This design comes from an exercise in tuning for small area on the open sky130 flow, not from production work. The RTL was checked by simulation tests, not by an equivalence proof against the original design. No driver is modelled on the clock port, so clock power and skew are understated where the tree is cut down; a real chip needs a root buffer or a tree.

==> job 2958: inputs <==
// top
module top(input clk, rst_raw, up, left, right, down,
           input [15:0] switches, output dp, a, b, c, d, e, f, g,
           output [3:0] anode, output load_done, output fsm_done);
==> module top, before the edit <==
module top(input clk, rst_raw, up, left, right, down,
           input [15:0] switches, output dp, a, b, c, d, e, f, g,
           output [3:0] anode, output load_done, output fsm_done);
    wire up_clean, left_clean, rst, right_clean, down_clean;
    debouncer udb(.clk(clk), .raw(up),      .clean(up_clean));
    debouncer ldb(.clk(clk), .raw(left),    .clean(left_clean));
    debouncer cdb(.clk(clk), .raw(rst_raw), .clean(rst));
    debouncer rdb(.clk(clk), .raw(right),   .clean(right_clean));
    debouncer ddb(.clk(clk), .raw(down),    .clean(down_clean));
    reg b_left, b_right, b_ud;
    always @(posedge clk) begin
        b_left  <= left_clean & ~rst;
        b_right <= right_clean;
        b_ud    <= up_clean | down_clean;
    end
    wire any_btn = b_left | b_right | b_ud;
    wire any_now = up_clean | left_clean | right_clean | down_clean;
    localparam IDLE = 2'd0, READ = 2'd1, CONV = 2'd3, DISP = 2'd2;
    reg [1:0] ps;
    wire conv = (ps == CONV);
    reg [5:0] cnt;
    wire ld = |cnt[5:3];
    wire c48 = (cnt == 6'd48);
    wire c4849 = (cnt[5:1] == 5'b11000);
    wire fd = (ps != IDLE) | c48 | (cnt == 6'd47);
    assign load_done = ld;
    assign fsm_done = fd;
    always @(posedge clk) begin
        if (rst)
            cnt <= 6'd0;
        else if (!ld)
            cnt <= cnt + {5'd0, b_left};
        else if (!fd) begin
            if (!(cnt == 6'd10 && !b_right))
                cnt <= cnt + 6'd1;
        end else if (c4849)
            cnt <= conv ? 6'd24 : 6'd49;
        else
            cnt <= cnt + 6'd1;
    end
    reg [15:0] mat;
    integer k;
    always @(posedge clk) begin
        for (k = 0; k < 8; k = k + 1)
            if (cnt == k)
                mat[15-2*k -: 2] <= switches[15-2*k -: 2];
    end
    always @(posedge clk) begin
        if (rst)
            ps <= IDLE;
        else case (ps)
            IDLE: if (c48) ps <= READ;
            READ: ps <= CONV;
            CONV: if (c48) ps <= DISP;
            DISP: if (any_btn) ps <= READ;
        endcase
    end
    reg [2:0] sel, cap, shown;
    wire to_read = (ps == IDLE) ? c48 : (ps == DISP) && any_btn;
    wire pick = to_read && any_now;
    wire start = conv && c4849;
    always @(posedge clk) begin
        if (rst) begin
            sel[2] <= 1'b0;
            cap[2] <= 1'b0;
            shown[2] <= 1'b0;
        end else begin
            if (pick) sel[2] <= 1'b1;
            if (start) cap[2] <= sel[2];
            if (c48) shown[2] <= cap[2];
        end
        if (pick) sel[1:0] <= {~(up_clean | left_clean), ~up_clean & (left_clean | ~right_clean)};
        if (start) cap[1:0] <= sel[1:0];
        if (c48) shown[1:0] <= cap[1:0];
    end
    reg [9:0] lo;
    reg [1:0] hi;
    wire lz = ~|lo[8:0];
    wire lo_first = lz & ~lo[9];
    wire lo_last = lz & lo[9];
    always @(posedge clk) begin
        lo <= {lo[8:0], (lo[9] ^ lo[6] ^ lz) & ~rst};
        if (rst)
            hi <= 2'd0;
        else
            hi <= hi + {1'b0, lo_last};
    end
    assign anode = (hi == 2'd0) ? 4'b1110 :
                   (hi == 2'd1) ? 4'b0111 :
                   (hi == 2'd2) ? 4'b1011 : 4'b1101;
    wire [1:0] pidx = hi - {1'b0, lo_first};
    wire [1:0] a1 = shown[1] ? mat[11:10] : mat[15:14];
    wire [1:0] a2 = shown[1] ? mat[9:8]   : mat[13:12];
    wire [1:0] b1 = shown[0] ? mat[5:4]   : mat[7:6];
    wire [1:0] b2 = shown[0] ? mat[1:0]   : mat[3:2];
    wire [4:0] val = a1 * b1 + a2 * b2;
    wire tens = (val >= 5'd10);
    wire [3:0] ones = tens ? val - 5'd10 : val[3:0];
    reg [6:0] seg_ones;
    always @(*) begin
        case (ones)
            4'd0: seg_ones = 7'b0000001;
            4'd1: seg_ones = 7'b1001111;
            4'd2: seg_ones = 7'b0010010;
            4'd3: seg_ones = 7'b0000110;
            4'd4: seg_ones = 7'b1001100;
            4'd5: seg_ones = 7'b0100100;
            4'd6: seg_ones = 7'b0100000;
            4'd7: seg_ones = 7'b0001111;
            4'd8: seg_ones = 7'b0000000;
            4'd9: seg_ones = 7'b0001100;
            default: seg_ones = 7'b1111111;    
        endcase
    end
    wire t1 = shown[2] & (pidx == 2'd3) & tens;
    wire [6:0] seg = (shown[2] && pidx == 2'd0) ? seg_ones : {t1, 2'b00, t1, t1, t1, 1'b1};
    assign {a, b, c, d, e, f, g} = seg;
    assign dp = 1'b1;
endmodule
==> module debouncer, before the edit <==
module debouncer(input raw, input clk, output reg clean);
    localparam [9:0] INV = 10'b1010101010;
    reg [9:0] s;
    wire [9:0] q = s ^ INV;
    wire z8 = ~|q[8:1];
    wire z9 = z8 & ~q[9];                     
    wire fu = q[9] ^ q[6] ^ (z8 & ~q[0]);     
    wire fd = q[0] ^ q[7] ^ z9;               
    wire [9:0] nq = {raw ? q[8:0] : {fd, q[9:2]},
                     raw ? (fu & ~(z9 & ~q[0])) : (q[1] | (z9 & q[0]))};
    always @(posedge clk) begin
        s <= nq ^ INV;
        if (z9) clean <= ~q[0];
    end
endmodule
export LEC_CHECK = 0
export CAP_MARGIN = 20
export CORE_MARGIN = 2
export CORE_UTILIZATION = 40
export SLEW_MARGIN = 20
create_clock -name core_clock -period 10.0 [get_ports {clk}]
standard.sh (not shown) runs the stock make flow with config.mk's settings and CLKGATE_MAP_FILE= SYNTH_SCRIPT=/design/flow/synth_recipe.tcl, a recipe that flattens the netlist after the stock synthesis.
==> flow/flow/run.sh <==
#!/bin/bash
# Layout flow: the standard ORFS flow with
#  - synthesis as standard (same yosys synth, flop mapping and register
#    names), except that ABC maps all the logic, adders included, with an
#    area-oriented script (my_synth.tcl, abc_area.script), best of four
#    seeds
#  - port buffers of the smallest buffer cell
#  - a two-level clock tree, a root buffer driving six buffers
#    (cts_hook.tcl), instead of
#    TritonCTS's H-tree
# Each tool's output goes to ORFS's own logs under orfs/logs; this script's
# and make's output goes to flow_run.log.
set -euo pipefail
HERE=$(pwd)
export MY_ABC_SCRIPT=$HERE/flow/abc_area.script
export MY_ABC_TRIES=4
export PRE_CTS_TCL=$HERE/flow/cts_hook.tcl
export MY_CTS_BUF=sky130_fd_sc_hd__clkbuf_8
export MY_CTS_NX=3
export MY_CTS_NY=2
export MY_CTS_ROOT=sky130_fd_sc_hd__clkbuf_2
{
  bash standard.sh \
    SYNTH_SCRIPT=$HERE/flow/my_synth.tcl \
    ADDER_MAP_FILE= \
    "BUFFER_PORTS_ARGS=-buffer_cell sky130_fd_sc_hd__buf_1" \
    finish
} > flow_run.log 2>&1
==> flow/flow/abc_area.script <==
strash
balance
rewrite
refactor
balance
rewrite
rewrite -z
balance
refactor -z
rewrite -z
balance
&get -n
&deepsyn -T 30 -S {SEED}
&put
dch -f
amap
topo
==> flow/flow/my_synth.tcl <==
# synth_recipe.tcl with ABC given an area-oriented script (MY_ABC_SCRIPT).
# The script's deep synthesis is randomised and time-limited, so ABC is run
# MY_ABC_TRIES times with different seeds ({SEED} in the script) and the
# smallest mapped result is kept.
proc synth {args} { yosys synth -nofsm -noshare {*}$args }
proc abc {args} {
  set i [lsearch -exact $args -script]
  set tries [expr {[info exists ::env(MY_ABC_TRIES)] ? $::env(MY_ABC_TRIES) : 1}]
  set lib [lindex $::env(LIB_FILES) 0]
  set fh [open $::env(MY_ABC_SCRIPT) r]
  set text [read $fh]
  close $fh
  yosys design -save my_pre_abc
  set best_area -1
  set best 0
  for {set t 1} {$t <= $tries} {incr t} {
    set script "$::env(OBJECTS_DIR)/abc_try$t.script"
    set fh [open $script w]
    puts -nonewline $fh [string map [list "{SEED}" $t] $text]
    close $fh
    set targs $args
    if { $i >= 0 } { lset targs [expr {$i + 1}] $script }
    yosys design -load my_pre_abc
    yosys abc {*}$targs
    yosys tee -q -o $::env(OBJECTS_DIR)/abc_try$t.stat stat -liberty $lib
    set fh [open $::env(OBJECTS_DIR)/abc_try$t.stat r]
    set st [read $fh]
    close $fh
    regexp {Chip area for module[^:]*:\s*([0-9.eE+]+)} $st -> area
    puts "ABC try $t: area $area"
    yosys design -save my_abc_try$t
    if { $best_area < 0 || $area < $best_area } {
      set best_area $area
      set best $t
    }
  }
  puts "ABC keeps try $best: area $best_area"
  yosys design -load my_abc_try$best
}
source $::env(SCRIPTS_DIR)/synth.tcl
# left out here: clear keep_hierarchy, flatten, clean up, hide names made inside functions, write 1_2_yosys.v
Other scripts of this flow, unchanged in this note and not shown: flow/flow/cts_hook.tcl
==> inputs of job 287, as changes to job 2958 <==
--- a/flow/design.v
+++ b/flow/design.v
@@ -8,11 +8,5 @@
     debouncer rdb(.clk(clk), .raw(right),   .clean(right_clean));
     debouncer ddb(.clk(clk), .raw(down),    .clean(down_clean));
-    reg b_left, b_right, b_ud;
-    always @(posedge clk) begin
-        b_left  <= left_clean & ~rst;
-        b_right <= right_clean;
-        b_ud    <= up_clean | down_clean;
-    end
-    wire any_btn = b_left | b_right | b_ud;
+    reg btn;
     wire any_now = up_clean | left_clean | right_clean | down_clean;
     localparam IDLE = 2'd0, READ = 2'd1, CONV = 2'd3, DISP = 2'd2;
@@ -26,11 +20,13 @@
     assign load_done = ld;
     assign fsm_done = fd;
+    always @(posedge clk)
+        btn <= ~rst & (!ld ? left_clean : !fd ? right_clean : any_now);
     always @(posedge clk) begin
         if (rst)
             cnt <= 6'd0;
         else if (!ld)
-            cnt <= cnt + {5'd0, b_left};
+            cnt <= cnt + {5'd0, btn};
         else if (!fd) begin
-            if (!(cnt == 6'd10 && !b_right))
+            if (!(cnt == 6'd10 && !btn))
                 cnt <= cnt + 6'd1;
         end else if (c4849)
@@ -53,25 +49,22 @@
             READ: ps <= CONV;
             CONV: if (c48) ps <= DISP;
-            DISP: if (any_btn) ps <= READ;
+            DISP: if (btn) ps <= READ;
         endcase
     end
-    reg [2:0] sel, cap, shown;
-    wire to_read = (ps == IDLE) ? c48 : (ps == DISP) && any_btn;
+    reg [1:0] sel, cap, shown;
+    reg [1:0] vs;
+    wire to_read = (ps == IDLE) ? c48 : (ps == DISP) && btn;
     wire pick = to_read && any_now;
     wire start = conv && c4849;
     always @(posedge clk) begin
-        if (rst) begin
-            sel[2] <= 1'b0;
-            cap[2] <= 1'b0;
-            shown[2] <= 1'b0;
-        end else begin
-            if (pick) sel[2] <= 1'b1;
-            if (start) cap[2] <= sel[2];
-            if (c48) shown[2] <= cap[2];
-        end
-        if (pick) sel[1:0] <= {~(up_clean | left_clean), ~up_clean & (left_clean | ~right_clean)};
-        if (start) cap[1:0] <= sel[1:0];
-        if (c48) shown[1:0] <= cap[1:0];
+        if (rst)
+            vs <= 2'd0;
+        else if ((vs == 2'd0 && pick) || (vs == 2'd1 && start) || (vs == 2'd2 && c48))
+            vs <= vs + 2'd1;
+        if (pick) sel <= {~(up_clean | left_clean), ~up_clean & (left_clean | ~right_clean)};
+        if (start) cap <= sel;
+        if (c48) shown <= cap;
     end
+    wire shown_valid = (vs == 2'd3);
     reg [9:0] lo;
     reg [1:0] hi;
@@ -113,6 +106,6 @@
         endcase
     end
-    wire t1 = shown[2] & (pidx == 2'd3) & tens;
-    wire [6:0] seg = (shown[2] && pidx == 2'd0) ? seg_ones : {t1, 2'b00, t1, t1, t1, 1'b1};
+    wire t1 = shown_valid & (pidx == 2'd3) & tens;
+    wire [6:0] seg = (shown_valid && pidx == 2'd0) ? seg_ones : {t1, 2'b00, t1, t1, t1, 1'b1};
     assign {a, b, c, d, e, f, g} = seg;
     assign dp = 1'b1;
--- a/flow/flow/run.sh
+++ b/flow/flow/run.sh
@@ -3,10 +3,9 @@
 #  - synthesis as standard (same yosys synth, flop mapping and register
 #    names), except that ABC maps all the logic, adders included, with an
-#    area-oriented script (my_synth.tcl, abc_area.script), best of four
+#    area-oriented script (my_synth.tcl, abc_area.script), best of six
 #    seeds
 #  - port buffers of the smallest buffer cell
 #  - a two-level clock tree, a root buffer driving six buffers
-#    (cts_hook.tcl), instead of
-#    TritonCTS's H-tree
+#    (cts_hook.tcl), instead of TritonCTS's H-tree
 # Each tool's output goes to ORFS's own logs under orfs/logs; this script's
 # and make's output goes to flow_run.log.
@@ -14,5 +13,5 @@
 HERE=$(pwd)
 export MY_ABC_SCRIPT=$HERE/flow/abc_area.script
-export MY_ABC_TRIES=4
+export MY_ABC_TRIES=6
 export PRE_CTS_TCL=$HERE/flow/cts_hook.tcl
 export MY_CTS_BUF=sky130_fd_sc_hd__clkbuf_8
==> inputs of job 647, as changes to job 2958 <==
--- a/flow/design.v
+++ b/flow/design.v
@@ -8,12 +8,12 @@
     debouncer rdb(.clk(clk), .raw(right),   .clean(right_clean));
     debouncer ddb(.clk(clk), .raw(down),    .clean(down_clean));
-    reg b_left, b_right, b_ud;
+    reg b_up, b_left, b_right, b_down;
     always @(posedge clk) begin
-        b_left  <= left_clean & ~rst;
+        b_up    <= up_clean;
+        b_left  <= left_clean  & ~rst;
         b_right <= right_clean;
-        b_ud    <= up_clean | down_clean;
+        b_down  <= down_clean;
     end
-    wire any_btn = b_left | b_right | b_ud;
-    wire any_now = up_clean | left_clean | right_clean | down_clean;
+    wire any_btn = b_up | b_left | b_right | b_down;
     localparam IDLE = 2'd0, READ = 2'd1, CONV = 2'd3, DISP = 2'd2;
     reg [1:0] ps;
@@ -57,6 +57,5 @@
     end
     reg [2:0] sel, cap, shown;
-    wire to_read = (ps == IDLE) ? c48 : (ps == DISP) && any_btn;
-    wire pick = to_read && any_now;
+    wire pick = (ps == READ) && any_btn;
     wire start = conv && c4849;
     always @(posedge clk) begin
@@ -70,5 +69,5 @@
             if (c48) shown[2] <= cap[2];
         end
-        if (pick) sel[1:0] <= {~(up_clean | left_clean), ~up_clean & (left_clean | ~right_clean)};
+        if (pick) sel[1:0] <= {~(b_up | b_left), ~b_up & (b_left | ~b_right)};
         if (start) cap[1:0] <= sel[1:0];
         if (c48) shown[1:0] <= cap[1:0];
@@ -94,25 +93,24 @@
     wire [1:0] b1 = shown[0] ? mat[5:4]   : mat[7:6];
     wire [1:0] b2 = shown[0] ? mat[1:0]   : mat[3:2];
-    wire [4:0] val = a1 * b1 + a2 * b2;
+    wire [4:0] val = shown[2] ? (a1 * b1 + a2 * b2) : 5'd0;
     wire tens = (val >= 5'd10);
     wire [3:0] ones = tens ? val - 5'd10 : val[3:0];
-    reg [6:0] seg_ones;
+    wire [3:0] num = (pidx == 2'd0) ? ones : (pidx == 2'd3) ? {3'b000, tens} : 4'd0;
+    reg [6:0] seg;
     always @(*) begin
-        case (ones)
-            4'd0: seg_ones = 7'b0000001;
-            4'd1: seg_ones = 7'b1001111;
-            4'd2: seg_ones = 7'b0010010;
-            4'd3: seg_ones = 7'b0000110;
-            4'd4: seg_ones = 7'b1001100;
-            4'd5: seg_ones = 7'b0100100;
-            4'd6: seg_ones = 7'b0100000;
-            4'd7: seg_ones = 7'b0001111;
-            4'd8: seg_ones = 7'b0000000;
-            4'd9: seg_ones = 7'b0001100;
-            default: seg_ones = 7'b1111111;    
+        case (num)
+            4'd0: seg = 7'b0000001;
+            4'd1: seg = 7'b1001111;
+            4'd2: seg = 7'b0010010;
+            4'd3: seg = 7'b0000110;
+            4'd4: seg = 7'b1001100;
+            4'd5: seg = 7'b0100100;
+            4'd6: seg = 7'b0100000;
+            4'd7: seg = 7'b0001111;
+            4'd8: seg = 7'b0000000;
+            4'd9: seg = 7'b0001100;
+            default: seg = 7'b1111111;
         endcase
     end
-    wire t1 = shown[2] & (pidx == 2'd3) & tens;
-    wire [6:0] seg = (shown[2] && pidx == 2'd0) ? seg_ones : {t1, 2'b00, t1, t1, t1, 1'b1};
     assign {a, b, c, d, e, f, g} = seg;
     assign dp = 1'b1;
@@ -126,6 +124,7 @@
     wire fu = q[9] ^ q[6] ^ (z8 & ~q[0]);     
     wire fd = q[0] ^ q[7] ^ z9;               
+    wire hold0 = z9 & (q[0] ^ raw);           
     wire [9:0] nq = {raw ? q[8:0] : {fd, q[9:2]},
-                     raw ? (fu & ~(z9 & ~q[0])) : (q[1] | (z9 & q[0]))};
+                     hold0 ? q[0] : (raw ? fu : q[1])};
     always @(posedge clk) begin
         s <= nq ^ INV;
--- a/flow/flow/run.sh
+++ b/flow/flow/run.sh
@@ -3,6 +3,5 @@
 #  - synthesis as standard (same yosys synth, flop mapping and register
 #    names), except that ABC maps all the logic, adders included, with an
-#    area-oriented script (my_synth.tcl, abc_area.script), best of four
-#    seeds
+#    area-oriented script (my_synth.tcl, abc_area.script)
 #  - port buffers of the smallest buffer cell
 #  - a two-level clock tree, a root buffer driving six buffers
@@ -14,5 +13,4 @@
 HERE=$(pwd)
 export MY_ABC_SCRIPT=$HERE/flow/abc_area.script
-export MY_ABC_TRIES=4
 export PRE_CTS_TCL=$HERE/flow/cts_hook.tcl
 export MY_CTS_BUF=sky130_fd_sc_hd__clkbuf_8
==> flow/flow/abc_area.script (replaced) <==
strash
balance
rewrite
refactor
balance
rewrite
rewrite -z
balance
refactor -z
rewrite -z
balance
&get -n
&deepsyn -T 30 -S 1
&put
dch -f
amap
topo
==> flow/flow/my_synth.tcl (replaced) <==
# synth_recipe.tcl with ABC given an area-oriented script
proc synth {args} { yosys synth -nofsm -noshare {*}$args }
proc abc {args} {
  set i [lsearch -exact $args -script]
  if { $i >= 0 } { lset args [expr {$i + 1}] $::env(MY_ABC_SCRIPT) }
  yosys abc {*}$args
}
source $::env(SCRIPTS_DIR)/synth.tcl
# left out here: clear keep_hierarchy, flatten, clean up, hide names made inside functions, write 1_2_yosys.v
==> results.json <==
{
  "vias_per_cell": 5.22,
  "drt_iter0_drc": 139,
  "pg_clk_uw": 172,
  "status": "timing/DRC/antenna clean",
  "via_count": 2916,
  "initial_core_util": 0.414,
  "p_sw_uw": 180,
  "crit_start": "shown[0]",
  "synth_compound_area_frac": 0.164,
  "fin_area_um2": 4210,
  "grtUsageMet2": 0.225,
  "relSlewSlack": 0.556,
  "reg2reg_depth": 8
}
Source of the figures above: job 647

==> results.json <==
{
  "status": "timing/DRC/antenna clean",
  "pg_clk_uw": 170,
  "vias_per_cell": 5.38,
  "via_count": 2823,
  "grtUsageMet2": 0.230,
  "initial_core_util": 0.408,
  "crit_start": "shown[1]"
}
Source of the figures above: job 2958

==> results.json <==
{
  "grtUsageMet2": 0.234,
  "status": "timing/DRC/antenna clean",
  "drt_iter0_drc": 92,
  "initial_core_util": 0.406,
  "crit_start": "shown[0]",
  "reg2reg_depth": 16,
  "synth_compound_area_frac": 0.178,
  "pg_clk_uw": 166
}
Source of the figures above: job 287

In every run of this note, the design's own scripts or RTL, not TritonCTS, make the clock network.

==> afterwards: timing with drivers on the ports <==
The flow's constraints put no driver on any port. The routed layouts listed below were extracted and timed again, unchanged, in two steps.
Step 1, drivers: a clkbuf_16 drives clk and a buf_2 each remaining input, both assumed.
Step 2 times the ports against the registers' clock, not the clock port: input delays grow and output delays shrink by t, the midpoint of the rising clock arrivals with the driver on.
Slacks: ideal ports / drivers / drivers and shift; pairs: ideal ports / drivers.
run	shift t [ns]	setup slack, ns	worst register clock-pin slew, ns	worst slew at a driven data input, ns
job 2958	0.529	4.283 / 4.257 / 4.786	0.10 / 0.10	0.03
job 287	0.542	3.515 / 3.489 / 4.031	0.10 / 0.10	0.04
job 647	0.526	3.769 / 3.745 / 4.271	0.11 / 0.11	0.03
After both steps setup and hold are still met in every run listed.
